Source: an optimization exercise on an open RTL-to-GDS flow (aim: small area and a short achievable clock period). Production flows keep margins and buffers that such runs may drop. Only simulation tests tie the RTL to the original design; equivalence was not proved. Power is estimated from default activity; no workload was simulated.

`constraint.sdc`:
```
create_clock -name core_clock -period 13.0 [get_ports {clk}]
set_input_delay 2.6000 -clock core_clock [delete_from_list [all_inputs] [get_ports {clk}]]
set_output_delay 2.6000 -clock core_clock [all_outputs]
set_load 0.01 [all_outputs]
```
`run.sh`:
```
#!/bin/bash
# synth_recipe.tcl (not shown) runs the flow's synth.tcl, then flattens the netlist and writes it again
# the make line also repeats each setting of config.mk as NAME=value (left out here)
make -C /OpenROAD-flow-scripts/flow DESIGN_CONFIG=/design/flow/config.mk WORK_HOME=/design/flow/orfs CLKGATE_MAP_FILE= SYNTH_SCRIPT=/design/flow/synth_recipe.tcl finish
```
`config.mk`:
```
export PLATFORM = sky130hd
export DESIGN_NAME = cpu
export DESIGN_NICKNAME = cpu
export VERILOG_FILES = /design/flow/design.v
export SDC_FILE = /design/flow/constraint.sdc
export NUM_CORES = 4
export LEC_CHECK = 0
export ABC_AREA = 1
export CAP_MARGIN = 20
export CORE_MARGIN = 2
export CORE_UTILIZATION = 40
export PLACE_DENSITY = 0.6
export SETUP_SLACK_MARGIN = 5
export SLEW_MARGIN = 20
export SYNTH_HIERARCHICAL = 1
```
`design.v`:
```
module alu_unit (
    input wire [25:0] inst,            
    input wire sA_m, sA_l, sA_w, sA_r,
    input wire sB_m, sB_l, sB_w, sB_r,
    input wire [31:0] m_alu, rdata, w_res, opA, opB,
    input wire fC, fV,
    output wire [31:0] alu_out,
    output wire upd, ignC,
    output wire flag_N, flag_Z, flag_C, flag_V
  );
  wire [31:0] A = ({32{sA_m}} & m_alu) | ({32{sA_l}} & rdata) |
                  ({32{sA_w}} & w_res) | ({32{sA_r}} & opA);
  wire [3:0] op   = inst[24:21];
  wire       imm  = inst[25];
  wire [4:0] n    = inst[11:7];
  wire [1:0] sc   = inst[6:5];
  wire [3:0] rr   = inst[11:8];
  assign upd = (op[3:2] == 2'b10) | inst[20];
  wire [4:0] rot_amt = imm ? {rr, 1'b0} : ((sc == 2'b01) ? (5'd0 - n) : n);
  wire [31:0] rot_in = ({32{sB_m}} & m_alu) | ({32{sB_l}} & rdata) |
                       ({32{sB_w}} & w_res) | ({32{sB_r}} & opB) |
                       ({32{imm}} & {24'b0, inst[7:0]});
  wire [31:0] r0 = rot_amt[0] ? {rot_in[0],    rot_in[31:1]}  : rot_in;
  wire [31:0] r1 = rot_amt[1] ? {r0[1:0],   r0[31:2]}   : r0;
  wire [31:0] r2 = rot_amt[2] ? {r1[3:0],   r1[31:4]}   : r1;
  wire [31:0] r3 = rot_amt[3] ? {r2[7:0],   r2[31:8]}   : r2;
  wire [31:0] r4 = rot_amt[4] ? {r3[15:0],  r3[31:16]}  : r3;
  wire [31:0] mask = imm ? 32'hFFFFFFFF :
                     (sc == 2'b11) ? 32'hFFFFFFFF :
                     (sc == 2'b01) ? (32'hFFFFFFFF << n) : (32'hFFFFFFFF >> n);
  wire [31:0] S = r4 & mask;
  wire sh_carry = r4[31];
  assign ignC = imm ? (rr == 4'd0) : (n == 5'd0);
  wire is_sub = (op == 4'd2) | (op == 4'd6) | (op == 4'd10);
  wire is_rsb = (op == 4'd3) | (op == 4'd7);
  wire use_c  = (op == 4'd5) | (op == 4'd6) | (op == 4'd7);
  wire cin    = use_c ? fC : (is_sub | is_rsb);
  wire [31:0] X = A ^ {32{is_rsb}};
  wire [31:0] Y = S ^ {32{is_sub}};
  wire [33:0] sum_full = {1'b0, X, 1'b1} + {1'b0, Y, cin};
  wire [31:0] sum = sum_full[32:1];
  wire        cout = sum_full[33];
  wire [31:0] xy_x = X ^ Y;
  wire [31:0] xy_o = X | Y;
  wire hz = ~sum[2] & (xy_x[31:3] == xy_o[30:2]);
  wire sum_small = hz & (fC ? (sum[1:0] != 2'b11) : (sum[1:0] == 2'b00));
  wire sum_zero  = hz & (sum[1:0] == 2'b00);
  wire s_wrap = (S[31:1] == 31'b0) & (~S[0] | fC);
  wire c_rsc  = s_wrap ? (~cout & sum_small) : (~cout | sum_small);
  wire c_sbc  = cout | (~fC & (A == S));
  wire is_arith = (op[3:1] == 3'b001) | (op[3:2] == 2'b01) | (op[3:1] == 3'b101);
  reg [31:0] logic_out;
  always @(*) begin
    case (op)
      4'd0, 4'd8:  logic_out = A & S;
      4'd1, 4'd9:  logic_out = A ^ S;
      4'd13:       logic_out = S;
      4'd14:       logic_out = A | S;
      4'd15:       logic_out = ~A;
      default:     logic_out = 32'b0;
    endcase
  end
  assign alu_out = is_arith ? sum : logic_out;
  assign flag_N = alu_out[31];
  assign flag_Z = is_arith ? sum_zero : (logic_out == 32'b0);
  assign flag_C = (op == 4'd6) ? c_sbc :
                  (op == 4'd7) ? c_rsc :
                  is_arith ? cout :
                  (op == 4'd12) ? 1'b0 : sh_carry;
  assign flag_V = is_arith ? ((X[31] == Y[31]) & (X[31] != sum[31])) :
                  (op == 4'd12) ? 1'b0 : fV;
endmodule
module decode_inst (
    input wire [31:0] inst,
    input wire noop,
    input wire fN, fZ, fC, fV,
    input wire [1:0] e_type,
    input wire e_ex,
    input wire [3:0] e_wr,
    output wire [1:0] d_type,
    output wire [3:0] d_ra, d_rb, d_wr,
    output wire d_ex, d_rwe, d_mwe, d_is_b,
    output wire stall, take_b
  );
  wire [2:0] code = inst[27:25];
  assign d_is_b  = (code == 3'b101);
  wire is_ls = (code == 3'b010);
  assign d_type = d_is_b ? 2'b11 :
                  is_ls ? (inst[20] ? 2'b01 : 2'b10) : 2'b00;
  wire is_data  = (d_type == 2'b00);
  wire is_load  = (d_type == 2'b01);
  wire is_store = (d_type == 2'b10);
  assign d_ra = inst[19:16];
  assign d_wr = d_is_b ? 4'd14 : inst[15:12];
  assign d_rb = is_store ? inst[15:12] : inst[3:0];
  reg cond_valid;
  always @(*) begin
    case (inst[31:28])
      4'b0000: cond_valid =  fZ;
      4'b0001: cond_valid = ~fZ;
      4'b0010: cond_valid =  fC;
      4'b0011: cond_valid = ~fC;
      4'b0100: cond_valid =  fN;
      4'b0101: cond_valid = ~fN;
      4'b0110: cond_valid =  fV;
      4'b0111: cond_valid = ~fV;
      4'b1000: cond_valid =  fC & ~fZ;
      4'b1001: cond_valid = ~fC | fZ;
      4'b1010: cond_valid =  fN == fV;
      4'b1011: cond_valid =  fN != fV;
      4'b1100: cond_valid = ~fZ & (fN == fV);
      4'b1101: cond_valid = ~fZ & (fN != fV);
      4'b1110: cond_valid =  1'b1;
      default: cond_valid =  1'b0;
    endcase
  end
  assign d_ex  = cond_valid & ~noop;
  assign d_rwe = d_ex & ((d_is_b & inst[24]) | is_data | is_load);
  assign d_mwe = d_ex & is_store;
  assign stall = (e_type == 2'b01) & e_ex & is_data & d_ex &
                 ((e_wr == d_ra) | (e_wr == d_rb));
  assign take_b = d_is_b & d_ex;
endmodule
module fetch_addr (
    input wire rst, stall, take_b,
    input wire [7:0] pc_w,        
    input wire [7:0] off,         
    output wire [7:0] imem_addr
  );
  wire [7:0] nxt = stall ? pc_w : (take_b ? (pc_w + off) : (pc_w + 8'd1));
  assign imem_addr = rst ? 8'b0 : nxt;
endmodule
module mem_addr (
    input wire fwd,                    
    input wire [11:0] rdata, base_reg, off,
    output wire [9:0] addr
  );
  wire [11:0] base = fwd ? rdata : base_reg;
  wire [11:0] sum = base + off;
  assign addr = sum[11:2];
endmodule
module cpu(
    input wire clk,
    input wire resetn,
    output wire [7:0] imem_addr,
    input wire [31:0] imem_rdata,
    output wire [9:0] dmem_addr,
    output wire dmem_we,
    output wire [31:0] dmem_wdata,
    input wire [31:0] dmem_rdata,
    output wire wb_en,
    output wire [3:0] wb_reg,
    output wire [31:0] wb_data
  );
  wire rst = !resetn;
  reg [31:0] pc;
  reg [31:0] d_inst;
  reg        d_noop;
  reg        fN, fZ, fC, fV;
  reg [25:0] e_inst;           
  reg [1:0]  e_type;
  reg [3:0]  e_ra, e_rb, e_wr;
  reg        e_rwe, e_mwe, e_ex;
  reg [3:0]  x_ra, x_rb;       
  reg [1:0]  m_type;
  reg [3:0]  m_ra, m_rb, m_wr;
  reg        m_rwe, m_mwe, m_ex;
  reg [31:0] m_alu;
  reg [11:0] m_off;            
  reg [11:0] m_base;           
  reg [31:0] m_sdata;          
  reg        sM_a, sM_d;       
  reg sA_m, sA_l, sA_w, sB_m, sB_l, sB_w;
  reg        w_load;
  reg [3:0]  w_wr;
  reg        w_rwe, w_ex;
  reg [31:0] w_res;            
  reg [31:0] e_bnl, m_bnl;
  reg [511:0] rf;
  wire [1:0] d_type;
  wire [3:0] d_ra, d_rb, d_wr;
  wire d_ex, d_rwe, d_mwe, d_is_b, stall, take_b;
  decode_inst u_dec (.inst(d_inst), .noop(d_noop),
      .fN(fN), .fZ(fZ), .fC(fC), .fV(fV),
      .e_type(e_type), .e_ex(e_ex), .e_wr(e_wr),
      .d_type(d_type), .d_ra(d_ra), .d_rb(d_rb), .d_wr(d_wr),
      .d_ex(d_ex), .d_rwe(d_rwe), .d_mwe(d_mwe), .d_is_b(d_is_b),
      .stall(stall), .take_b(take_b));
  fetch_addr u_fa (.rst(rst), .stall(stall), .take_b(take_b),
      .pc_w(pc[9:2]), .off(d_inst[7:0]), .imem_addr(imem_addr));
  wire [31:0] pc_inc = pc + 32'd4;
  wire [31:0] pc_br  = pc + {{6{d_inst[23]}}, d_inst[23:0], 2'b00};
  wire [31:0] pc_nxt = take_b ? pc_br : pc_inc;
  wire [31:0] rwd = w_load ? dmem_rdata : w_res;
  wire rf_we = w_rwe;
  reg [31:0] e_opA, e_opB;
  integer ri;
  always @(*) begin
    e_opA = 32'b0;
    e_opB = 32'b0;
    for (ri = 0; ri < 16; ri = ri + 1) begin
      e_opA = e_opA | (rf[32*ri +: 32] & {32{x_ra == ri}});
      e_opB = e_opB | (rf[32*ri +: 32] & {32{x_rb == ri}});
    end
  end
  wire sA_r = ~(sA_m | sA_l | sA_w);
  wire sB_r = ~(sB_m | sB_l | sB_w | e_inst[25]);
  wire [31:0] alu_out;
  wire upd, ignC, flag_N, flag_Z, flag_C, flag_V;
  alu_unit u_alu (.inst(e_inst),
      .sA_m(sA_m), .sA_l(sA_l), .sA_w(sA_w), .sA_r(sA_r),
      .sB_m(sB_m), .sB_l(sB_l), .sB_w(sB_w), .sB_r(sB_r),
      .m_alu(m_alu), .rdata(dmem_rdata), .w_res(w_res), .opA(e_opA), .opB(e_opB),
      .fC(fC), .fV(fV), .alu_out(alu_out), .upd(upd), .ignC(ignC),
      .flag_N(flag_N), .flag_Z(flag_Z), .flag_C(flag_C), .flag_V(flag_V));
  mem_addr u_ma (.fwd(sM_a), .rdata(dmem_rdata[11:0]), .base_reg(m_base), .off(m_off),
      .addr(dmem_addr));
  assign dmem_we    = m_mwe;
  assign dmem_wdata = sM_d ? dmem_rdata : m_sdata;
  wire [3:0] n_ra = stall ? 4'd0 : d_ra;
  wire [3:0] n_rb = stall ? 4'd0 : d_rb;
  wire n_imm = ~stall & d_inst[25];
  wire n_wload = (m_type == 2'b01);
  wire nA_m = (n_ra == e_wr) & e_ex;
  wire nA_w = (n_ra == m_wr) & m_ex & ~nA_m;
  wire nB_m = (n_rb == e_wr) & e_ex & ~n_imm;
  wire nB_w = (n_rb == m_wr) & m_ex & ~(nB_m | n_imm);
  wire [31:0] n_wres = (m_type == 2'b11) ? m_bnl :
                       (m_type == 2'b10) ? 32'b0 : m_alu;
  wire nM_a = (e_ra == m_wr) & m_ex;
  wire nM_d = (e_rb == m_wr) & m_ex;
  wire [11:0] n_base  = ((e_ra == w_wr) & w_ex) ? rwd[11:0] : e_opA[11:0];
  wire [31:0] n_sdata = ((e_rb == w_wr) & w_ex) ? rwd : e_opB;
  wire [11:0] e_off = e_inst[11:0];
  wire [11:0] e_adj = ~e_inst[24] ? 12'd0 : (e_inst[23] ? e_off : (12'd0 - e_off));
  always @(posedge clk) begin
    if (rst)
      d_inst <= 32'b0;
    else if (!stall)
      d_inst <= imem_rdata;
    if (rst)
      d_noop <= 1'b1;
    else if (pc == 32'b0)
      d_noop <= 1'b0;
    else
      d_noop <= d_is_b;
    if (rst)
      pc <= 32'b0;
    else if (!stall)
      pc <= (w_wr == 4'd15) ? alu_out : pc_nxt;
    e_bnl <= pc_inc;
    m_bnl <= e_bnl;
    x_ra <= d_ra;
    x_rb <= d_rb;
    if (stall) begin
      e_inst <= 26'b0;
      e_type <= 2'b0;
      e_ra <= 4'b0; e_rb <= 4'b0; e_wr <= 4'b0;
      e_rwe <= 1'b0; e_mwe <= 1'b0; e_ex <= 1'b0;
    end else begin
      e_inst <= d_inst[25:0];
      e_type <= d_type;
      e_ra <= d_ra; e_rb <= d_rb; e_wr <= d_wr;
      e_rwe <= d_rwe; e_mwe <= d_mwe; e_ex <= d_ex;
    end
    if (rst) begin
      fN <= 1'b0; fZ <= 1'b0; fC <= 1'b0; fV <= 1'b0;
    end else if (upd) begin
      fN <= flag_N; fZ <= flag_Z; fV <= flag_V;
      if (!ignC)
        fC <= flag_C;
    end
    m_type <= e_type;
    m_ra <= e_ra; m_rb <= e_rb; m_wr <= e_wr;
    m_rwe <= e_rwe; m_ex <= e_ex;
    m_mwe <= rst ? 1'b0 : e_mwe;
    m_alu <= alu_out;
    m_off <= e_adj;
    m_base  <= (nM_a & ~n_wload) ? n_wres[11:0] : n_base;
    m_sdata <= (nM_d & ~n_wload) ? n_wres : n_sdata;
    sM_a <= nM_a & n_wload;
    sM_d <= nM_d & n_wload;
    sA_m <= nA_m; sA_l <= nA_w & n_wload; sA_w <= nA_w & ~n_wload;
    sB_m <= nB_m; sB_l <= nB_w & n_wload; sB_w <= nB_w & ~n_wload;
    w_load <= n_wload;
    w_wr <= m_wr;
    w_ex <= m_ex;
    w_rwe <= rst ? 1'b0 : m_rwe;
    w_res <= n_wres;
  end
  wire [31:0] rf_wd = rwd & {32{resetn}};
  genvar gi;
  generate
    for (gi = 0; gi < 16; gi = gi + 1) begin : g_rf
      always @(posedge clk)
        if (rst | (rf_we & (w_wr == gi)))
          rf[32*gi +: 32] <= rf_wd;
    end
  endgenerate
  assign wb_en   = w_rwe;
  assign wb_reg  = w_wr;
  assign wb_data = rwd;
endmodule
```
==> results by group, run 1 <==
Run status
  • Status: timing/DRC/antenna clean

Floorplan
  • Core Rows: 129
  • Initial core utilization: 0.403
  • Die width: 357 µm
  • Ports: 154
  • Core area: 124000 µm²
  • Die Area: 127000 µm²
  • Die height: 357 µm

Pwr
  • PwrDens: 164 nW/µm²
  • Power Total: 9.21 mW
  • Leakage power: 24.9 nW
  • Worst IR drop on VDD: 97.3 µV

Worst setup path
  • Crit path capture: fC
  • Slowest stage delay, CP: 0.68 ns
  • Crit path from: x_rb[2]
  • Reg2Reg Capture Point: fC
  • CP max FO: 25
  • Cell count along the critical path: 39
  • CP bufs+invs: 6
  • Worst setup EP type: flop
  • Critical path class: flop to flop
  • Arr. time, crit path: 8.31 ns
  • Cell family with most CP delay: simple AND/OR/NAND/NOR gates
  • Crit-path slowest cell: a2111oi_0
  • Crit path required time: 13.62 ns
  • Reg-to-Reg Start: x_rb[2]
  • R2R Setup Slk: 5.31 ns
  • FF-to-FF path depth: 39
  • CP Launch Type: flop

Synth
  • Syn Nets: 6679
  • Yosys warns: 9
  • Syn_area_per_cell: 7.74 µm²
  • Mapped Cells: 6432
  • Post-Synthesis Cell Area: 49800 µm²

Clocking
  • CTS tree: yes
  • Sink Count: 832
  • TritonCTS Buffers: 91
  • CTS clock-pin slew for the worst setup and hold paths: 0.06 ns
  • Longest Clk Path Bufs: 3
  • Clock insertion delay at the later pin of the skew report: 0.71 ns
  • Clock root buffer: clkbuf_16
  • # hold bufs at CTS: 0
  • H-Tree Depth: 3

GRT
  • GRT overflow: 0
  • Initial antenna violation count: 20
  • Global-route wire length before repair: 310000 µm
  • Largest net degree at the start of global routing: 91
  • GRT Util Overall: 0.336
  • Vias in the first global route: 44.8k

Routing
  • Post-DR vias/cell: 5.86
  • TritonRoute pass-1 iters: 7
  • Routed length per instance: 26.7 µm
  • Iter 0 DRT Violations: 7191
  • Post-route ant nets: 0
  • # DRC: 0
  • Vias after detailed routing: 48.3k
  • Routed wire length: 220000 µm

Worst hold path
  • Hold path cells: 0
  • Worst min path class: flop to flop

Placed design
  • Gp weighted congestion: 1.03
  • DP Cell Count: 8069
  • DP HPWL: 153000 µm
  • IO buf count: 153

STA
  • Fin Setup TNS: 0 ns
  • Fin. Hold Viols: 0
  • # setup viols final: 0
  • Slew Viols, Final: 0
  • Max_slew headroom: 0.191
  • Fin crit share: 0.592
  • Minimum clock period: 7.69 ns
  • Slew @ Worst Pin: 1.21 ns
  • FMAX: 0.130 GHz
  • Final Skew: 0.0680 ns
  • RSZ-0062 raised after global routing: false

Finish
  • Share of cells above drive strength 1: 0.0647
  • Nets@finish: 6779
  • # fillers: 12.5k
  • Area delta synth->final: 13.0%
  • Post-route insts no fill: 8245

Flow run
  • Max capacitance violation total: 0
## area by class of cell
| type | count | area (µm²) | share of cell area |
|---|---|---|---|
| diodes | 5 | 12.5 | 0.000222 |
| clock buffers | 117 | 2480 | 0.0440 |
| clock inverters | 47 | 488 | 0.00867 |
| inverters | 999 | 3760 | 0.0668 |
| multi-input cells | 4342 | 23300 | 0.414 |
| flip-flops and latches | 832 | 21800 | 0.387 |
| well taps | 1637 | 2050 | 0.0364 |
| repair buffers | 266 | 2380 | 0.0423 |
## how the worst min path moves through the flow
stage	start	end	slack, ns
floorplan	e_bnl[0]	m_bnl[0]	0.31
global placement	e_bnl[16]	m_bnl[16]	0.31
detailed placement	e_bnl[10]	m_bnl[10]	0.31
CTS	e_bnl[25]	m_bnl[25]	0.30
global route	e_bnl[25]	m_bnl[25]	0.33
finish	e_bnl[25]	m_bnl[25]	0.30
## registers in the layout (all words and copies together) (netlist names), 4 cells and up
signal   count
d_inst      32
e_bnl       32
e_inst      18
e_ra         4
e_rb         4
e_wr         4
m_alu       32
m_base      12
m_bnl       32
m_off       12
m_sdata     32
m_wr         4
pc          32
rf         512
w_res       32
w_wr         4
x_ra         4
x_rb         4
## repair_timing
action,in CTS,in global routing
setup endpoints to repair,0,1
hold endpoints to repair,0,0
buffers inserted,0,3
gates resized for setup,0,1
## metal layers
layer  part of all wire  global-route usage  vias to the layer above
met5            0.00046                   0                        -
met4              0.055               0.162                       14
met3               0.13              0.0910                      582
met2               0.40               0.478                     3210
met1               0.41               0.470                    22800
li1                   -                   -                    21700
## cells in the final DEF, fill, tap and decap left out, drive strengths merged, types with 152 or more instances in the layout
cell type and count:
a21oi 263, clkdlybuf4s50 152, dfxtp 320, edfxtp 512
ha 178, inv 997, nand2 1525, nand3 412
nor2 654, o21ai 371, o22ai 255
## per-stage QoR
stage / utilization / instance area, µm² / hold slack [ns] / setup WS [ns]
6_report: 0.455 / 56300 / 0.300 / 5.31
5_1_grt: 0.455 / 56300 / 0.326 / 5.01
4_1_cts: 0.454 / 56200 / 0.302 / 5.37
3_5_place_dp: 0.430 / 53200 / 0.314 / 5.15
3_3_place_gp: 0.430 / 53200 / 0.310 / 5.22
2_1_floorplan: - / 49800 / 0.310 / 6.72
## worst register-to-register path: cells and delay by family, from the launching register on
kind | cells | cell delay [ns]
compound gates | 6 | 1.50
xor+xnor | 1 | 0.11
fa+ha+maj | 1 | 0.47
buf+inv | 6 | 1.46
flops | 1 | 0.50
simple gates | 25 | 3.59
## power by group
group / switching, mW / total, mW / internal [mW]
sequential: 0.242 / 3.56 / 3.32
combinational: 2.14 / 3.02 / 0.884
clock: 1.15 / 2.63 / 1.48
total: 3.53 / 9.21 / 5.67
==> inputs of run 2 (changes only) <==
==> flow/run.sh (new file) <==
#!/bin/bash
set -euo pipefail
bash standard.sh SETUP_SLACK_MARGIN=6.5 finish > standard_flow.log 2>&1
==> standard.sh (new file) <==
#!/bin/bash
# synth_recipe.tcl (not shown) runs the flow's synth.tcl, then flattens the netlist and writes it again
# the make line also repeats each setting of config.mk as NAME=value (left out here)
make -C /OpenROAD-flow-scripts/flow DESIGN_CONFIG=/design/flow/config.mk WORK_HOME=/design/flow/orfs CLKGATE_MAP_FILE= SYNTH_SCRIPT=/design/flow/synth_recipe.tcl "${@:-finish}"
removed: run.sh
==> run 2 against run 1 <==
- global-route usage grew 0.39 points
- via count up 1.1%
- highest routed layer unchanged
- critical endpoint is now dmem_addr[5]
- sequential share of layout area down 1.2 points
- critical path type is now input port to output port
==> results by group, run 2 <==
Routing
  • Metal2 WL: 90100 µm
  • Vias after detailed routing: 48.8k
  • # DRC: 0
  • Routed wire length: 223000 µm
  • Routed length per instance: 26.9 µm
  • TritonRoute pass-1 iters: 8
  • Post-DR vias/cell: 5.88
  • Met3 WL post-DR: 30200 µm
  • Max Used Layer: met5
  • Iter 0 DRT Violations: 7618
  • Post-route ant nets: 0
  • Met1 wire length: 90000 µm

Finish
  • Max reg flops: 512
  • Share of cells above drive strength 1: 0.104
  • # fillers: 12.4k
  • Nets@finish: 6833
  • Commonest non-fill, non-tap cell in the layout: nand2_1
  • Area delta synth->final: 16.6%
  • Most frequent cells in the layout: 1450 x nand2_1, 943 x inv_1, 605 x nor2_1
  • Reg with most FFs: rf

Synth
  • Syn_area_per_cell: 7.74 µm²
  • Yosys warns: 9
  • Syn Nets: 6679
  • Mapped Cells: 6432
  • Post-Synthesis Cell Area: 49800 µm²

Clocking
  • Clock insertion delay at the later pin of the skew report: 0.72 ns
  • Longest Clk Path Bufs: 3
  • CTS tree: yes
  • Clock root buffer: clkbuf_16
  • H-Tree Depth: 3
  • Sink Count: 832
  • TritonCTS Buffers: 91
  • # hold bufs at CTS: 0
  • CTS clock-pin slew for the worst setup and hold paths: 0.06 ns

GRT
  • Largest net degree at the start of global routing: 91
  • GRT Util Overall: 0.340
  • Initial antenna violation count: 16
  • GRT overflow: 0
  • Vias in the first global route: 45.2k
  • Global-route wire length before repair: 314000 µm

Placed design
  • Gp weighted congestion: 1.03
  • Post-Place Worst Slack: 5.15 ns
  • IO buf count: 153
  • DP HPWL: 153000 µm

STA
  • Slew @ Worst Pin: 1.25 ns
  • Fin. Hold Viols: 0
  • Slew Viols, Final: 0
  • Fin crit share: 0.505
  • Fin Setup TNS: 0 ns
  • Final hold slack: 0.303 ns
  • Final Skew: 0.0631 ns
  • RSZ-0062 raised after global routing: true
  • FMAX: 0.152 GHz
  • # setup viols final: 0
  • Max_slew headroom: 0.167
  • Minimum clock period: 6.56 ns
  • PnR worst setup slack: 6.44 ns

Pwr
  • PwrDens: 162 nW/µm²
  • Worst IR drop on VDD: 97.8 µV
  • Leakage power: 25.7 nW
  • Power Total: 9.41 mW

Floorplan
  • Core area: 124000 µm²
  • Core Rows: 129
  • Die Area: 127000 µm²
  • Ports: 154
  • Die height: 357 µm
  • Die width: 357 µm
  • Initial core utilization: 0.403

Run status
  • Status: timing/DRC/antenna clean

Flow run
  • Max capacitance violation total: 0

Worst hold path
  • Hold path cells: 0
  • Worst min path class: flop to flop

Worst setup path
  • Arr. time, crit path: 3.96 ns
  • CP Launch Type: input port
  • R2R Setup Slk: 6.50 ns
  • Critical path class: input port to output port
  • FF-to-FF path depth: 39
  • Crit path required time: 10.40 ns
  • CP max FO: 4
  • Worst setup EP type: output port
run 2: layout make-up:
class / instances / area [µm²] / share of cell area
repair buffers: 320 / 3060 / 0.0527
diodes: 4 / 10.0 / 0.000172
flip-flops and latches: 832 / 21800 / 0.375
multi-input cells: 4342 / 24400 / 0.420
inverters: 999 / 3790 / 0.0653
clock inverters: 47 / 488 / 0.00840
clock buffers: 117 / 2480 / 0.0427
well taps: 1637 / 2050 / 0.0353
run 2: metrics by stage:
step | utilization | cells | cell area [µm²]
2_1_floorplan | - | 6432 | 49800
4_1_cts | 0.463 | 8259 | 57200
3_5_place_dp | 0.430 | 8069 | 53200
5_1_grt | 0.470 | 8295 | 58100
3_3_place_gp | 0.430 | 8067 | 53200
6_report | 0.470 | 8298 | 58100
run 2: worst max-delay path, stage by stage:
cell     delay (ns)
buf_8          0.10
nand2_2        0.06
nand2_2        0.08
ha_4           0.34
nand2_4        0.10
o21ai_4        0.18
inv_1          0.05
nand2_1        0.07
xor2_1         0.20
buf_2          0.17
run 2: path summary, 6_finish.rpt:
check | start | to
worst max-delay path | dmem_rdata[6] | dmem_addr[5]
worst min-delay path | e_bnl[25] | m_bnl[25]
worst max register to register | x_rb[0] | fC
worst min register to register | e_bnl[25] | m_bnl[25]
run 2: repair_timing:
action | 4_1_cts | 5_1_grt
setup endpoints to repair | 118 | 83
gates resized for setup | 353 | 148
cloned | 6 | 1
pin swaps | 51 | 59
buffers inserted | 20 | 32
run 2: report_power, final:
part           switching (mW)  internal [mW]  leakage [nW]
clock network            1.16           1.48          1.43
registers               0.246           3.32          7.90
logic                    2.24          0.976          16.3
total                    3.64           5.77          25.7
run 2: layer usage:
layer,vias to the layer above,global-route usage
li1,21800,-
met1,23000,0.472
met2,3380,0.484
met3,654,0.0935
met4,8,0.168
met5,-,0
==> inputs of run 3 (changes only) <==
--- a/design.v
+++ b/design.v
@@ -163,3 +163,3 @@
   reg        e_rwe, e_mwe, e_ex;
-  reg [3:0]  x_ra, x_rb;       
+  reg [15:0] x_ra, x_rb;       
   reg [1:0]  m_type;
@@ -201,4 +201,4 @@
     for (ri = 0; ri < 16; ri = ri + 1) begin
-      e_opA = e_opA | (rf[32*ri +: 32] & {32{x_ra == ri}});
-      e_opB = e_opB | (rf[32*ri +: 32] & {32{x_rb == ri}});
+      e_opA = e_opA | (rf[32*ri +: 32] & {32{x_ra[ri]}});
+      e_opB = e_opB | (rf[32*ri +: 32] & {32{x_rb[ri]}});
     end
@@ -252,4 +252,4 @@
     m_bnl <= e_bnl;
-    x_ra <= d_ra;
-    x_rb <= d_rb;
+    x_ra <= 16'd1 << d_ra;
+    x_rb <= 16'd1 << d_rb;
     if (stall) begin
==> run.sh (new file) <==
#!/bin/bash
# synth_recipe.tcl (not shown) runs the flow's synth.tcl, then flattens the netlist and writes it again
# the make line also repeats each setting of config.mk as NAME=value (left out here)
make -C /OpenROAD-flow-scripts/flow DESIGN_CONFIG=/design/flow/config.mk WORK_HOME=/design/flow/orfs CLKGATE_MAP_FILE= SYNTH_SCRIPT=/design/flow/synth_recipe.tcl finish
removed: flow/run.sh
removed: standard.sh
==> run 3 against run 2 <==
- global-route usage is 1.3 points lower
- synthesized cell count down 3.5%
- setup slack worse by 1.3 ns
- utilization fell by 1.2 points
- design area is 3.7% lower
- power is 1.7% lower
- worst hold slack improved by 0.0054 ns
- via count shrank 3.6%
- clock-buffer cell count up 4
- critical path depth is the same
- largest power group unchanged
- highest routed layer unchanged
==> results by group, run 3 <==
Run status
  • Status: timing/DRC/antenna clean

Worst setup path
  • CP max FO: 4
  • FF-to-FF path depth: 28
  • Critical path class: input port to output port
  • CP Launch Type: input port
  • Worst setup EP type: output port
  • Reg2Reg Capture Point: pc[9]
  • Arr. time, crit path: 5.23 ns
  • Crit path required time: 10.40 ns
  • R2R Setup Slk: 6.21 ns
  • Reg-to-Reg Start: x_rb[11]

STA
  • Minimum clock period: 7.83 ns
  • Final Skew: 0.0419 ns
  • Final hold slack: 0.308 ns
  • Slew @ Worst Pin: 1.20 ns
  • Max_slew headroom: 0.196
  • # setup viols final: 0
  • Fin. Hold Viols: 0
  • Fin Setup TNS: 0 ns
  • Fin crit share: 0.602
  • Slew Viols, Final: 0
  • FMAX: 0.128 GHz
  • RSZ-0062 raised after global routing: false

Floorplan
  • Die height: 355 µm
  • Initial core utilization: 0.404
  • Core Rows: 128
  • Ports: 154
  • Core area: 122000 µm²
  • Die width: 355 µm
  • Die Area: 126000 µm²

Routing
  • Routed length per instance: 26.5 µm
  • Vias after detailed routing: 47.1k
  • # DRC: 0
  • Routed wire length: 211000 µm
  • Post-DR vias/cell: 5.90
  • Iter 0 DRT Violations: 6811
  • TritonRoute pass-1 iters: 6
  • Post-route ant nets: 0

Placed design
  • DP Cell Count: 7803
  • Gp weighted congestion: 1.03
  • Placed Area: 52700 µm²
  • IO buf count: 153
  • DP HPWL: 144000 µm

Finish
  • Nets@finish: 6521
  • Commonest non-fill, non-tap cell in the layout: nand2_1
  • # fillers: 12.2k
  • Max reg flops: 512
  • Most frequent cells in the layout: 1866 x nand2_1, 574 x inv_1, 512 x edfxtp_1
  • Post-route insts no fill: 7980
  • Final instance area: 55900 µm²
  • Reg with most FFs: rf
  • Share of cells above drive strength 1: 0.0749
  • Area delta synth->final: 13.3%

Synth
  • Syn_area_per_cell: 7.95 µm²
  • Syn Nets: 6451
  • Mapped Cells: 6204
  • Yosys warns: 9
  • Post-Synthesis Cell Area: 49300 µm²

Pwr
  • PwrDens: 166 nW/µm²
  • Leakage power: 24.2 nW
  • Worst IR drop on VDD: 109 µV

GRT
  • Initial antenna violation count: 14
  • GRT overflow: 0
  • Global-route wire length before repair: 303000 µm
  • Largest net degree at the start of global routing: 71
  • GRT Util Overall: 0.327
  • Vias in the first global route: 44.6k

Worst hold path
  • Worst min path class: flop to flop
  • Worst Hold End: m_bnl[7]
  • Hold path cells: 0
  • Hold Startpoint: e_bnl[7]

Clocking
  • # hold bufs at CTS: 0
  • Clock insertion delay at the later pin of the skew report: 0.70 ns
  • Post-CTS Setup Bufs: 0
  • TritonCTS Buffers: 93
  • Clock root buffer: clkbuf_16
  • CTS clock-pin slew for the worst setup and hold paths: 0.07 ns
  • H-Tree Depth: 3
  • Sink Count: 856
  • Longest Clk Path Bufs: 3
  • CTS tree: yes

Flow run
  • Max capacitance violation total: 0
-- run 3: worst max path at each step --
| stage | startpoint | end | slack [ns] | cells after the start |
|---|---|---|---|---|
| 5_1_grt | dmem_rdata[9] | dmem_addr[9] | 5.03 | 11 |
| 4_1_cts | dmem_rdata[6] | dmem_addr[5] | 5.02 | 10 |
| 2_1_floorplan | dmem_rdata[2] | dmem_addr[7] | 6.72 | 8 |
| 3_5_place_dp | dmem_rdata[2] | dmem_addr[7] | 4.98 | 10 |
| 3_3_place_gp | dmem_rdata[2] | dmem_addr[7] | 4.95 | 10 |
| 6_report | dmem_rdata[5] | dmem_addr[5] | 5.17 | 10 |
-- run 3: report_power, final --
part           switching [mW]  internal [mW]  total (mW)
Clock                    1.17           1.53        2.70
Combinational            2.02          0.855        2.88
Sequential              0.269           3.40        3.67
-- run 3: what timing repair did --
action                                  4_1_cts  5_1_grt
resized for setup                             1        6
pin swaps                                     0        1
endpoints found under the setup margin        1        3
-- run 3: layout make-up --
type	instances	area, µm²	area share
antenna	1	2.50	0.0000448
inverter	626	2350	0.0421
clock inverter	54	509	0.00911
tap	1625	2030	0.0364
sequential	856	22300	0.399
multi-input combinational	4443	23800	0.426
timing repair buffer	254	2310	0.0413
clock buffer	121	2580	0.0462
-- run 3: metal layers --
metal | share of wire | GRT usage
met1 | 0.41 | 0.449
met3 | 0.12 | 0.0851
met2 | 0.42 | 0.485
met5 | 0.00052 | 0
met4 | 0.046 | 0.140
-- run 3: metrics by stage --
stage / utilization / power [mW] / setup WS, ns
floorplan: - / 5.21 / 6.72
global placement: 0.432 / 6.46 / 4.95
detailed placement: 0.432 / 6.48 / 4.98
finish: 0.458 / 9.25 / 5.17
CTS: 0.457 / 9.17 / 5.02
global route: 0.458 / 9.58 / 5.03
-- run 3: critical path, cell delays in order --
cell and delay [ns]:
clkdlybuf4s50_1 0.50, nand2_1 0.11, nand2_1 0.09, ha_1 0.37, nand2_1 0.11, o21ai_0 0.27
inv_1 0.07, nand2_1 0.12, xor2_2 0.35, clkdlybuf4s50_1 0.63
==> inputs of run 4 (changes only) <==
--- a/design.v
+++ b/design.v
@@ -5,6 +5,9 @@
     input wire [31:0] m_alu, rdata, w_res, opA, opB,
-    input wire fC, fV,
+    input wire fN, fZ, fC, fV,
+    input wire rst,
+    input wire pc_alu,                 
+    input wire [31:0] pc_other,        
     output wire [31:0] alu_out,
-    output wire upd, ignC,
-    output wire flag_N, flag_Z, flag_C, flag_V
+    output wire [31:0] pc_d,           
+    output wire fN_d, fZ_d, fC_d, fV_d   
   );
@@ -17,3 +20,3 @@
   wire [3:0] rr   = inst[11:8];
-  assign upd = (op[3:2] == 2'b10) | inst[20];
+  wire upd = (op[3:2] == 2'b10) | inst[20];
   wire [4:0] rot_amt = imm ? {rr, 1'b0} : ((sc == 2'b01) ? (5'd0 - n) : n);
@@ -32,3 +35,3 @@
   wire sh_carry = r4[31];
-  assign ignC = imm ? (rr == 4'd0) : (n == 5'd0);
+  wire ignC = imm ? (rr == 4'd0) : (n == 5'd0);
   wire is_sub = (op == 4'd2) | (op == 4'd6) | (op == 4'd10);
@@ -39,7 +42,19 @@
   wire [31:0] Y = S ^ {32{is_sub}};
-  wire [33:0] sum_full = {1'b0, X, 1'b1} + {1'b0, Y, cin};
-  wire [31:0] sum = sum_full[32:1];
-  wire        cout = sum_full[33];
   wire [31:0] xy_x = X ^ Y;
+  wire [31:0] xy_a = X & Y;
   wire [31:0] xy_o = X | Y;
+  wire [31:0] g0 = {xy_a[31:1], xy_a[0] | (xy_x[0] & cin)};
+  wire [31:0] p0 = xy_x;
+  wire [31:0] g1, p1, g2, p2, g3, p3, g4, p4, g5;
+  assign g1 = g0 | (p0 & {g0[30:0], 1'b0});
+  assign p1 = p0 & {p0[30:0], 1'b0};
+  assign g2 = g1 | (p1 & {g1[29:0], 2'b0});
+  assign p2 = p1 & {p1[29:0], 2'b0};
+  assign g3 = g2 | (p2 & {g2[27:0], 4'b0});
+  assign p3 = p2 & {p2[27:0], 4'b0};
+  assign g4 = g3 | (p3 & {g3[23:0], 8'b0});
+  assign p4 = p3 & {p3[23:0], 8'b0};
+  assign g5 = g4 | (p4 & {g4[15:0], 16'b0});
+  wire [31:0] sum = xy_x ^ {g5[30:0], cin};
+  wire        cout = g5[31];
   wire hz = ~sum[2] & (xy_x[31:3] == xy_o[30:2]);
@@ -49,3 +64,3 @@
   wire c_rsc  = s_wrap ? (~cout & sum_small) : (~cout | sum_small);
-  wire c_sbc  = cout | (~fC & (A == S));
+  wire c_sbc  = cout | (~fC & (&xy_x));
   wire is_arith = (op[3:1] == 3'b001) | (op[3:2] == 2'b01) | (op[3:1] == 3'b101);
@@ -54,7 +69,7 @@
     case (op)
-      4'd0, 4'd8:  logic_out = A & S;
-      4'd1, 4'd9:  logic_out = A ^ S;
-      4'd13:       logic_out = S;
-      4'd14:       logic_out = A | S;
-      4'd15:       logic_out = ~A;
+      4'd0, 4'd8:  logic_out = xy_a;
+      4'd1, 4'd9:  logic_out = xy_x;
+      4'd13:       logic_out = Y;
+      4'd14:       logic_out = xy_o;
+      4'd15:       logic_out = ~X;
       default:     logic_out = 32'b0;
@@ -63,10 +78,17 @@
   assign alu_out = is_arith ? sum : logic_out;
-  assign flag_N = alu_out[31];
-  assign flag_Z = is_arith ? sum_zero : (logic_out == 32'b0);
-  assign flag_C = (op == 4'd6) ? c_sbc :
-                  (op == 4'd7) ? c_rsc :
-                  is_arith ? cout :
-                  (op == 4'd12) ? 1'b0 : sh_carry;
-  assign flag_V = is_arith ? ((X[31] == Y[31]) & (X[31] != sum[31])) :
-                  (op == 4'd12) ? 1'b0 : fV;
+  wire flag_N = alu_out[31];
+  wire flag_Z = is_arith ? sum_zero : (logic_out == 32'b0);
+  wire flag_C = (op == 4'd6) ? c_sbc :
+                (op == 4'd7) ? c_rsc :
+                is_arith ? cout :
+                (op == 4'd12) ? 1'b0 : sh_carry;
+  wire flag_V = is_arith ? ((X[31] == Y[31]) & (X[31] != sum[31])) :
+                (op == 4'd12) ? 1'b0 : fV;
+  wire wr_f = ~rst & upd;
+  wire wr_c = ~rst & upd & ~ignC;
+  assign fN_d = wr_f ? flag_N : (fN & ~rst);
+  assign fZ_d = wr_f ? flag_Z : (fZ & ~rst);
+  assign fV_d = wr_f ? flag_V : (fV & ~rst);
+  assign fC_d = wr_c ? flag_C : (fC & ~rst);
+  assign pc_d = pc_alu ? alu_out : pc_other;
 endmodule
@@ -208,3 +230,6 @@
   wire [31:0] alu_out;
-  wire upd, ignC, flag_N, flag_Z, flag_C, flag_V;
+  wire [31:0] pc_d;
+  wire fN_d, fZ_d, fC_d, fV_d;
+  wire pc_alu = ~rst & ~stall & (w_wr == 4'd15);
+  wire [31:0] pc_other = rst ? 32'b0 : (stall ? pc : pc_nxt);
   alu_unit u_alu (.inst(e_inst),
@@ -213,4 +238,5 @@
       .m_alu(m_alu), .rdata(dmem_rdata), .w_res(w_res), .opA(e_opA), .opB(e_opB),
-      .fC(fC), .fV(fV), .alu_out(alu_out), .upd(upd), .ignC(ignC),
-      .flag_N(flag_N), .flag_Z(flag_Z), .flag_C(flag_C), .flag_V(flag_V));
+      .fN(fN), .fZ(fZ), .fC(fC), .fV(fV), .rst(rst),
+      .pc_alu(pc_alu), .pc_other(pc_other), .alu_out(alu_out), .pc_d(pc_d),
+      .fN_d(fN_d), .fZ_d(fZ_d), .fC_d(fC_d), .fV_d(fV_d));
   mem_addr u_ma (.fwd(sM_a), .rdata(dmem_rdata[11:0]), .base_reg(m_base), .off(m_off),
@@ -246,6 +272,3 @@
       d_noop <= d_is_b;
-    if (rst)
-      pc <= 32'b0;
-    else if (!stall)
-      pc <= (w_wr == 4'd15) ? alu_out : pc_nxt;
+    pc <= pc_d;
     e_bnl <= pc_inc;
@@ -265,9 +288,3 @@
     end
-    if (rst) begin
-      fN <= 1'b0; fZ <= 1'b0; fC <= 1'b0; fV <= 1'b0;
-    end else if (upd) begin
-      fN <= flag_N; fZ <= flag_Z; fV <= flag_V;
-      if (!ignC)
-        fC <= flag_C;
-    end
+    fN <= fN_d; fZ <= fZ_d; fC <= fC_d; fV <= fV_d;
     m_type <= e_type;
==> flow/run.sh (new file) <==
#!/bin/bash
set -euo pipefail
bash standard.sh SETUP_SLACK_MARGIN=7 finish > standard_flow.log 2>&1
==> standard.sh (new file) <==
#!/bin/bash
# synth_recipe.tcl (not shown) runs the flow's synth.tcl, then flattens the netlist and writes it again
# the make line also repeats each setting of config.mk as NAME=value (left out here)
make -C /OpenROAD-flow-scripts/flow DESIGN_CONFIG=/design/flow/config.mk WORK_HOME=/design/flow/orfs CLKGATE_MAP_FILE= SYNTH_SCRIPT=/design/flow/synth_recipe.tcl "${@:-finish}"
removed: run.sh
==> run 4 against run 3 <==
- still clean on timing, DRC and antenna
- critical path depth shrank 1
- register-to-register slack better by 0.96 ns
- combinational power rose by 18%
- worst hold slack gained 0.013 ns
- synthesized cell count grew 1.7%
- sequential power barely moved
- utilization rose by 3.1 points
- setup slack improved by 1.1 ns
- clock skew up 0.025 ns
- largest cell class unchanged
==> results by group, run 4 <==
Routing
  • TritonRoute pass-1 iters: 8
  • Post-route ant nets: 0
  • Vias after detailed routing: 48.5k
  • Iter 0 DRT Violations: 7403
  • # DRC: 0
  • Post-DR vias/cell: 5.91
  • Routed length per instance: 27.6 µm
  • Routed wire length: 226000 µm

Pwr
  • PwrDens: 166 nW/µm²
  • Internal Pwr Total: 5.97 mW
  • Seq pwr share: 0.378
  • Combinational power share: 0.350
  • Clock Power Share: 0.272
  • Power Total: 9.75 mW
  • Switching share of power: 0.387
  • Worst IR drop on VDD: 119 µV
  • Sw power: 3.78 mW
  • Leakage power: 25.3 nW

Floorplan
  • Die width: 353 µm
  • Core Rows: 127
  • Core area: 120000 µm²
  • Initial core utilization: 0.404
  • Die height: 353 µm
  • Die Area: 124000 µm²
  • Ports: 154

Finish
  • Register area: 22300 µm²
  • Area delta synth->final: 20.9%
  • Share of cells above drive strength 1: 0.165
  • Commonest non-fill, non-tap cell in the layout: nand2_1
  • Area of the multi-input gates: 25500 µm²
  • Max reg flops: 512
  • Nets@finish: 6709
  • # fillers: 11.7k
  • Reg with most FFs: rf
  • Most frequent cells in the layout: 1917 x nand2_1, 543 x inv_1, 512 x edfxtp_1

Synth
  • Post-Synthesis Cell Area: 48600 µm²
  • Syn Nets: 6495
  • Syn_area_per_cell: 7.71 µm²
  • Yosys warns: 9
  • Mapped Cells: 6307

STA
  • Fin Setup TNS: 0 ns
  • Fin. Hold Viols: 0
  • FMAX: 0.149 GHz
  • Slew Viols, Final: 0
  • RSZ-0062 raised after global routing: true
  • Slew @ Worst Pin: 1.25 ns
  • # setup viols final: 0
  • Fin crit share: 0.516
  • Final Skew: 0.0670 ns
  • Minimum clock period: 6.71 ns
  • Max_slew headroom: 0.168

Clocking
  • TritonCTS Buffers: 94
  • CTS tree: yes
  • Longest Clk Path Bufs: 3
  • CTS clock-pin slew for the worst setup and hold paths: 0.06 ns
  • Clock insertion delay at the later pin of the skew report: 0.73 ns
  • Clock root buffer: clkbuf_16
  • H-Tree Depth: 3
  • Sink Count: 856

Worst setup path
  • Worst setup EP type: output port
  • CP cell instances: buf_12, nand2_4, nand2_4, ha_4, nand2_4, o21ai_4, a21oi_2, xnor2_2, buf_2
  • Reg-to-Reg Start: x_rb[11]
  • Critical path class: input port to output port
  • Arr. time, crit path: 4.11 ns
  • Crit path from: dmem_rdata[4]
  • CP Launch Type: input port
  • Crit path required time: 10.40 ns
  • Slowest stage delay, CP: 0.36 ns
  • CP dominant cell by count: nand2_4
  • Crit-path slowest cell: xnor2_2
  • CP max FO: 4

Placed design
  • Gp weighted congestion: 1.05
  • IO buf count: 153
  • DP HPWL: 150000 µm

Worst hold path
  • Hold Startpoint: e_bnl[24]
  • Worst min path class: flop to flop

Run status
  • Status: timing/DRC/antenna clean

GRT
  • Vias in the first global route: 45.3k
  • Largest net degree at the start of global routing: 95
  • Global-route wire length before repair: 319000 µm
  • GRT overflow: 0
  • GRT Util Overall: 0.350
  • Initial antenna violation count: 14

Flow run
  • Max capacitance violation total: 0
-- run 4: metrics by stage --
step	cells	instance area [µm²]	utilization	hold slack, ns	worst slack, ns
final	8212	58800	0.489	0.321	6.29
after global routing	8209	58800	0.489	0.329	6.27
after CTS	8156	57300	0.477	0.321	6.33
after detailed placement	7876	52200	0.434	0.312	5.11
after global placement	7876	52200	0.434	0.311	5.09
after floorplan	6307	48900	-	0.310	6.85
-- run 4: layer usage --
| layer | wire length, µm | vias up | GRT usage |
|---|---|---|---|
| met1 | 93300 | 23100 | 0.500 |
| met4 | 11400 | 14 | 0.156 |
| met2 | 93000 | 3199 | 0.505 |
| li1 | - | 21600 | - |
| met5 | 86 | - | 0 |
| met3 | 28500 | 551 | 0.0766 |
-- run 4: path summary, 6_finish.rpt --
path                                endpoint  slack [ns]  cells after the start
worst min register to register     m_bnl[24]        0.32                      0
worst max register to register        pc[13]        7.17                     28
worst min-delay path               m_bnl[24]        0.32                      0
worst max-delay path            dmem_addr[3]        6.29                      9
-- run 4: area by class of cell --
type / count / area share
clock buffers: 116 / 0.0423
flip-flops and latches: 856 / 0.380
inverters: 642 / 0.0419
repair buffers: 409 / 0.0584
well taps: 1612 / 0.0343
repair inverters: 3 / 0.000681
clock inverters: 56 / 0.00861
diodes: 3 / 0.000128
multi-input cells: 4515 / 0.434
-- run 4: timing repair --
action	CTS	global route
setup endpoints to repair	138	106
cloned	7	0
endpoints found under the hold margin	0	0
hold buffers	0	0
pin swaps	99	101
buffers inserted	101	53
gates resized for setup	674	337
-- run 4: worst max-delay path, delay by kind of cell --
family	cells	cell delay, ns
simple gates	3	0.25
fa+ha+maj	1	0.34
compound gates	2	0.21
xor+xnor	1	0.36
buf+inv	2	0.33
-- run 4: power groups by stage --
stage / Clock, mW / Sequential, mW / Combinational [mW]
final: 2.65 / 3.68 / 3.41
after global placement: 0 / 3.70 / 2.75
after global routing: 2.77 / 3.72 / 3.57
after detailed placement: 0 / 3.71 / 2.74
after floorplan: 0 / 3.59 / 1.53
after CTS: 2.66 / 3.66 / 3.03
==> inputs of run 5 (changes only) <==
--- a/design.v
+++ b/design.v
@@ -156,7 +156,7 @@
     input wire fwd,                    
-    input wire [11:0] rdata, base_reg, off,
+    input wire [11:0] rdata,
+    input wire [11:0] pre,             
     output wire [9:0] addr
   );
-  wire [11:0] base = fwd ? rdata : base_reg;
-  wire [11:0] sum = base + off;
+  wire [11:0] sum = (rdata & {12{fwd}}) + pre;
   assign addr = sum[11:2];
@@ -190,4 +190,3 @@
   reg [31:0] m_alu;
-  reg [11:0] m_off;            
-  reg [11:0] m_base;           
+  reg [11:0] m_pre;            
   reg [31:0] m_sdata;          
@@ -215,3 +214,3 @@
   wire [31:0] pc_nxt = take_b ? pc_br : pc_inc;
-  wire [31:0] rwd = w_load ? dmem_rdata : w_res;
+  wire [31:0] rwd = ({32{w_load}} & dmem_rdata) | w_res;
   wire rf_we = w_rwe;
@@ -241,6 +240,5 @@
       .fN_d(fN_d), .fZ_d(fZ_d), .fC_d(fC_d), .fV_d(fV_d));
-  mem_addr u_ma (.fwd(sM_a), .rdata(dmem_rdata[11:0]), .base_reg(m_base), .off(m_off),
-      .addr(dmem_addr));
+  mem_addr u_ma (.fwd(sM_a), .rdata(dmem_rdata[11:0]), .pre(m_pre), .addr(dmem_addr));
   assign dmem_we    = m_mwe;
-  assign dmem_wdata = sM_d ? dmem_rdata : m_sdata;
+  assign dmem_wdata = ({32{sM_d}} & dmem_rdata) | m_sdata;
   wire [3:0] n_ra = stall ? 4'd0 : d_ra;
@@ -254,3 +252,3 @@
   wire [31:0] n_wres = (m_type == 2'b11) ? m_bnl :
-                       (m_type == 2'b10) ? 32'b0 : m_alu;
+                       (m_type == 2'b00) ? m_alu : 32'b0;
   wire nM_a = (e_ra == m_wr) & m_ex;
@@ -294,5 +292,4 @@
     m_alu <= alu_out;
-    m_off <= e_adj;
-    m_base  <= (nM_a & ~n_wload) ? n_wres[11:0] : n_base;
-    m_sdata <= (nM_d & ~n_wload) ? n_wres : n_sdata;
+    m_pre   <= e_adj + ((nM_a & n_wload) ? 12'b0 : nM_a ? n_wres[11:0] : n_base);
+    m_sdata <= (nM_d & n_wload) ? 32'b0 : nM_d ? n_wres : n_sdata;
     sM_a <= nM_a & n_wload;
--- a/config.mk
+++ b/config.mk
@@ -11,2 +11,3 @@
 export CORE_UTILIZATION = 40
+export CTS_BUF_LIST = sky130_fd_sc_hd__clkbuf_8
 export PLACE_DENSITY = 0.6
==> run 5 against run 4 <==
- still clean on timing, DRC and antenna
- cell count about the same
- worst hold slack gained 0.0035 ns
- first-iteration DRC count grew 3.7%
- non-clock buffer count fell by 77
- synthesized area rose by 0.21%
- design area down 2.8%
- critical path type unchanged
- largest power group unchanged
==> results by group, run 5 <==
Finish
  • Most frequent cells in the layout: 1897 x nand2_1, 604 x inv_1, 514 x nand3_1
  • Nets@finish: 6674
  • Area of the multi-input gates: 24800 µm²
  • Reg with most FFs: rf
  • Max reg flops: 512
  • # fillers: 12.0k
  • Area delta synth->final: 17.3%
  • Share of cells above drive strength 1: 0.135
  • Register area: 22100 µm²
  • Commonest non-fill, non-tap cell in the layout: nand2_1

Clocking
  • CTS tree: yes
  • Longest Clk Path Bufs: 3
  • CTS clock-pin slew for the worst setup and hold paths: 0.06 ns
  • Clock insertion delay at the later pin of the skew report: 0.90 ns
  • Clock root buffer: clkbuf_8
  • Sink Count: 844
  • H-Tree Depth: 4
  • TritonCTS Buffers: 146

Pwr
  • Internal Pwr Total: 5.54 mW
  • Switching share of power: 0.386
  • Combinational power share: 0.318
  • Worst IR drop on VDD: 125 µV
  • Leakage power: 25.1 nW
  • PwrDens: 158 nW/µm²
  • Sw power: 3.48 mW
  • Seq pwr share: 0.408
  • Clock Power Share: 0.275

GRT
  • Initial antenna violation count: 11
  • Largest net degree at the start of global routing: 61
  • Vias in the first global route: 45.0k
  • GRT Util Overall: 0.343
  • GRT overflow: 0
  • Global-route wire length before repair: 312000 µm

Flow run
  • Max capacitance violation total: 0

STA
  • Final Skew: 0.0582 ns
  • Max_slew headroom: 0.120
  • Fin. Hold Viols: 0
  • Fin Setup TNS: 0 ns
  • PnR worst setup slack: 6.52 ns
  • FMAX: 0.154 GHz
  • Slew Viols, Final: 0
  • # setup viols final: 0
  • Fin crit share: 0.499
  • Slew @ Worst Pin: 1.31 ns
  • Minimum clock period: 6.48 ns
  • RSZ-0062 raised after global routing: true

Worst setup path
  • CP Launch Type: input port
  • CP max FO: 3
  • CP bufs+invs: 4
  • Critical path class: input port to output port
  • Slowest stage delay, CP: 0.27 ns
  • Worst setup EP type: output port
  • Crit path required time: 10.40 ns
  • CP cell instances: buf_12, nand2_4, inv_2, ha_4, nand4_1, nand2_2, buf_6, a21oi_4, xnor2_2, buf_2
  • Cell family with most CP delay: buffers and inverters
  • Crit-path slowest cell: ha_4
  • Arr. time, crit path: 3.88 ns

Synth
  • Syn Nets: 6482
  • Mapped Cells: 6282
  • Yosys warns: 9
  • Syn_area_per_cell: 7.76 µm²
  • Post-Synthesis Cell Area: 48700 µm²

Placed design
  • IO buf count: 153
  • Gp weighted congestion: 1.04
  • DP HPWL: 151000 µm
  • Post-Place Worst Slack: 5.10 ns

Floorplan
  • Core Rows: 128
  • Die Area: 125000 µm²
  • Initial core utilization: 0.401
  • Die height: 353 µm
  • Die width: 353 µm
  • Core area: 121000 µm²
  • Ports: 154

Routing
  • # DRC: 0
  • Routed wire length: 221000 µm
  • TritonRoute pass-1 iters: 7
  • Post-DR vias/cell: 5.94
  • Post-route ant nets: 0
  • Vias after detailed routing: 48.8k
  • Routed length per instance: 26.9 µm
  • Iter 0 DRT Violations: 7678

Worst hold path
  • Worst min path class: flop to flop

Run status
  • Status: timing/DRC/antenna clean
## run 5: through the flow
stage	total power [mW]	cell area [µm²]	std cells	utilization	hold slack, ns
CTS	8.82	56300	8185	0.464	0.325
floorplan	5.04	48900	6282	-	0.310
detailed placement	6.26	52300	7878	0.431	0.313
global route	9.32	57200	8213	0.471	0.327
global placement	6.26	52300	7878	0.431	0.312
finish	9.02	57200	8214	0.471	0.324
## run 5: what timing repair did
action / in CTS / in global routing
pin swaps: 65 / 69
gates resized for setup: 539 / 173
hold buffers: 0 / 0
endpoints found under the setup margin: 139 / 71
cloned: 3 / 1
buffers inserted: 43 / 24
## run 5: worst reg2reg max path: cells and delay by family (launching register included)
kind | cells | cell delay, ns
and+or+nand+nor | 25 | 3.26
adders and majority gates | 2 | 0.59
AOI/OAI and AO/OA | 3 | 0.47
DFF | 1 | 0.52
buffers and inverters | 4 | 0.71
xor gates and xnor gates | 1 | 0.19
## run 5: area by class of cell
cell class,count,share of cell area
diodes,2,0.0000875
clock buffers,162,0.0390
clock inverters,99,0.0117
inverters,647,0.0430
multi-input cells,4503,0.434
flip-flops and latches,844,0.386
well taps,1625,0.0355
repair buffers,332,0.0507
## run 5: worst paths after layout
| check | from | endpoint | slack, ns | cells after the start |
|---|---|---|---|---|
| worst max-delay path | dmem_rdata[1] | dmem_addr[4] | 6.52 | 10 |
| worst min-delay path | e_bnl[13] | m_bnl[13] | 0.32 | 0 |
| worst max register to register | x_rb[7] | fC | 7.15 | 35 |
| worst min register to register | e_bnl[13] | m_bnl[13] | 0.32 | 0 |
## run 5: per-layer routing
| metal | global-route usage | routed length, µm | vias to the layer above |
|---|---|---|---|
| met1 | 0.474 | 88300 | 23100 |
| met2 | 0.493 | 90600 | 3496 |
| met5 | 0 | 88 | - |
| li1 | - | - | 21600 |
| met3 | 0.0960 | 30000 | 584 |
| met4 | 0.163 | 12400 | 14 |
## run 5: power by group through the flow
stage / registers [mW] / logic [mW] / clock network (mW)
2_1_floorplan: 3.55 / 1.49 / 0
3_3_place_gp: 3.69 / 2.57 / 0
3_5_place_dp: 3.69 / 2.57 / 0
4_1_cts: 3.65 / 2.67 / 2.49
5_1_grt: 3.70 / 3.01 / 2.60
6_report: 3.68 / 2.86 / 2.48
==> inputs of run 6 (changes only) <==
==> flow/run.sh (replaced) <==
#!/bin/bash
# The standard layout (standard.sh: standard synthesis, floorplan, place,
# CTS, route) with three layout knobs changed; clock period and constraints
# are the standard flow's own:
#  - repair may resize a cell to one of another footprint;
#  - ports are buffered with buf_2 cells.
set -euo pipefail
bash standard.sh SETUP_SLACK_MARGIN=7 MATCH_CELL_FOOTPRINT=0 \
  "BUFFER_PORTS_ARGS=-buffer_cell sky130_fd_sc_hd__buf_2" finish > standard_flow.log 2>&1
==> run 6 against run 5 <==
- worst hold slack better by 0.0018 ns
- cell count is 0.11% lower
- clock power hardly changed
- global-route usage is 0.18 points higher
- synthesized cell count stayed put
- clock-buffer cell count is 1 higher
- largest cell class unchanged
==> results by group, run 6 <==
Routing
  • Vias after detailed routing: 48.6k
  • TritonRoute pass-1 iters: 8
  • Post-DR vias/cell: 5.92
  • # DRC: 0
  • Iter 0 DRT Violations: 7441
  • Routed wire length: 222000 µm
  • Routed length per instance: 27.1 µm
  • Post-route ant nets: 0

Pwr
  • Internal Pwr Total: 5.45 mW
  • Sw power: 3.48 mW
  • PwrDens: 159 nW/µm²
  • Power Total: 8.93 mW
  • Leakage power: 24.9 nW
  • Seq pwr share: 0.413
  • Clock Power Share: 0.275
  • Worst IR drop on VDD: 115 µV
  • Switching share of power: 0.390
  • Combinational power share: 0.313

Finish
  • Max reg flops: 512
  • Nets@finish: 6660
  • Most frequent cells in the layout: 1897 x nand2_1, 615 x inv_1, 515 x nand3_1
  • Share of cells above drive strength 1: 0.143
  • Reg with most FFs: rf
  • Area delta synth->final: 15.6%
  • Commonest non-fill, non-tap cell in the layout: nand2_1

GRT
  • Largest net degree at the start of global routing: 76
  • M1 GR Usage: 0.469
  • Met2 usage: 0.496
  • Initial antenna violation count: 6
  • Routing usage on met3: 0.0963
  • GRT overflow: 0
  • Vias in the first global route: 45.0k
  • GRT Util Overall: 0.344
  • Global-route wire length before repair: 312000 µm
  • Most Used Layer, Global Route: met2

Clocking
  • Longest Clk Path Bufs: 3
  • CTS clock-pin slew for the worst setup and hold paths: 0.06 ns
  • # hold bufs at CTS: 0
  • H-Tree Depth: 4
  • Clock root buffer: clkbuf_8
  • Clock insertion delay at the later pin of the skew report: 0.88 ns
  • TritonCTS Buffers: 145
  • CTS tree: yes
  • Sink Count: 844

Worst setup path
  • CP cell instances: buf_2, nand3_1, o21ai_4, nand3_2, nand3_2, nand2_1, nand2_2, buf_6
  • CP Launch Type: input port
  • CP bufs+invs: 2
  • Cell count along the critical path: 8
  • Crit path from: dmem_rdata[0]
  • Critical path class: input port to output port
  • Crit path required time: 10.40 ns
  • R2R Setup Slk: 7.12 ns
  • Slowest stage delay, CP: 0.30 ns
  • Reg-to-Reg Start: x_rb[2]
  • Crit path capture: dmem_addr[9]
  • Arr. time, crit path: 3.88 ns
  • Worst setup EP type: output port
  • CP dominant cell by count: nand3_2
  • CP max FO: 6
  • Reg2Reg Capture Point: fC
  • FF-to-FF path depth: 29
  • Crit-path slowest cell: nand3_1
  • Cell family with most CP delay: simple AND/OR/NAND/NOR gates

Floorplan
  • Initial core utilization: 0.401
  • Core area: 121000 µm²
  • Ports: 154
  • Die height: 353 µm
  • Die Area: 125000 µm²
  • Core Rows: 128
  • Die width: 353 µm

STA
  • Slew @ Worst Pin: 1.21 ns
  • Fin. Hold Viols: 0
  • # setup viols final: 0
  • Fin crit share: 0.499
  • Minimum clock period: 6.48 ns
  • FMAX: 0.154 GHz
  • Slew Viols, Final: 0
  • RSZ-0062 raised after global routing: true
  • Max_slew headroom: 0.186
  • Final Skew: 0.0470 ns
  • Fin Setup TNS: 0 ns
  • PnR worst setup slack: 6.52 ns

Synth
  • Syn Nets: 6482
  • Mapped Cells: 6282
  • Syn_area_per_cell: 7.76 µm²
  • Yosys warns: 9
  • Post-Synthesis Cell Area: 48700 µm²

Placed design
  • DP HPWL: 153000 µm
  • IO buf count: 153
  • Post-Place Worst Slack: 5.58 ns
  • Gp weighted congestion: 1.03

Run status
  • Status: timing/DRC/antenna clean

Flow run
  • Max capacitance violation total: 0

Worst hold path
  • Worst min path class: flop to flop
[run 6: timing repair]
item,in CTS,in global routing
cloned,3,0
setup endpoints to repair,89,74
resized for setup,187,162
pin swaps,42,78
buffers inserted,22,23
[run 6: cell type report]
cell class / instances / area, µm²
Fill cell: 12100 / 65100
Multi-Input combinational cell: 4503 / 24600
Sequential cell: 844 / 22100
Inverter: 647 / 2450
Timing Repair Buffer: 319 / 2260
Clock buffer: 163 / 2240
Tap cell: 1625 / 2030
Clock inverter: 99 / 648
Antenna cell: 5 / 12.5
[run 6: per-stage QoR]
step / instances / util / hold WS, ns / cell area [µm²]
floorplan: 6282 / - / 0.310 / 48900
global placement: 7888 / 0.425 / 0.312 / 51600
detailed placement: 7888 / 0.425 / 0.312 / 51700
CTS: 8175 / 0.457 / 0.326 / 55500
global route: 8203 / 0.464 / 0.332 / 56300
finish: 8205 / 0.464 / 0.326 / 56300
[run 6: power groups by stage]
stage | registers [mW] | clock network (mW) | logic, mW
2_1_floorplan | 3.55 | 0 | 1.49
3_3_place_gp | 3.69 | 0 | 2.52
3_5_place_dp | 3.70 | 0 | 2.52
4_1_cts | 3.66 | 2.47 | 2.60
5_1_grt | 3.71 | 2.58 | 2.93
6_report | 3.69 | 2.45 | 2.79
[run 6: layer usage]
metal  routed length, µm  share of wire  vias to the layer above
li1                    -              -                    21500
met1               88600           0.40                    23200
met2               90800           0.41                     3295
met3               29600           0.13                      570
met4               13300          0.060                        2
met5                  10       0.000045                        -
[run 6: worst min-delay path by stage]
stage,start,endpoint,slack [ns],cells after the start
6_report,e_bnl[26],m_bnl[26],0.33,0
5_1_grt,e_bnl[28],m_bnl[28],0.33,0
4_1_cts,e_bnl[6],m_bnl[6],0.33,0
3_5_place_dp,e_bnl[29],m_bnl[29],0.31,0
3_3_place_gp,e_bnl[28],m_bnl[28],0.31,0
2_1_floorplan,e_bnl[0],m_bnl[0],0.31,0

separate check: timing with driven ports:
No port has a modelled driver above. Below, the same layouts with a new extraction and two added sets of constraints. Step 1 sets driving cells, clkbuf_16 on the clock port and buf_2 on the other inputs (assumed; they add their load-dependent delay and slew). Step 2 also shifts input and output timing later by t, the mid clock arrival at the registers, as if the neighbouring blocks saw the same clock. Slacks: ideal ports / drivers / drivers and shift; pairs: ideal ports / drivers.
| run | shift t [ns] | slack for setup (ns) | hold WS [ns] | pins driven straight from the clock port |
|---|---|---|---|---|
| run 1 | 0.752 | 5.308 / 5.308 / 4.681 | 0.300 / 0.300 / 0.300 | 1 |
| run 2 | 0.759 | 6.437 / 6.293 / 5.673 | 0.303 / 0.303 / 0.303 | 1 |
| run 3 | 0.764 | 5.170 / 5.132 / 4.968 | 0.308 / 0.308 / 0.308 | 1 |
| run 4 | 0.762 | 6.294 / 6.229 / 6.131 | 0.321 / 0.321 / 0.321 | 1 |
| run 5 | 0.946 | 6.517 / 6.464 / 6.182 | 0.324 / 0.324 / 0.324 | 1 |
| run 6 | 0.930 | 6.518 / 6.482 / 6.133 | 0.326 / 0.326 / 0.326 | 1 |
After both steps every run listed still meets setup and hold. The setup slack of run 2, which loses most, moves by -0.144 ns with the drivers and by -0.764 ns with both steps.
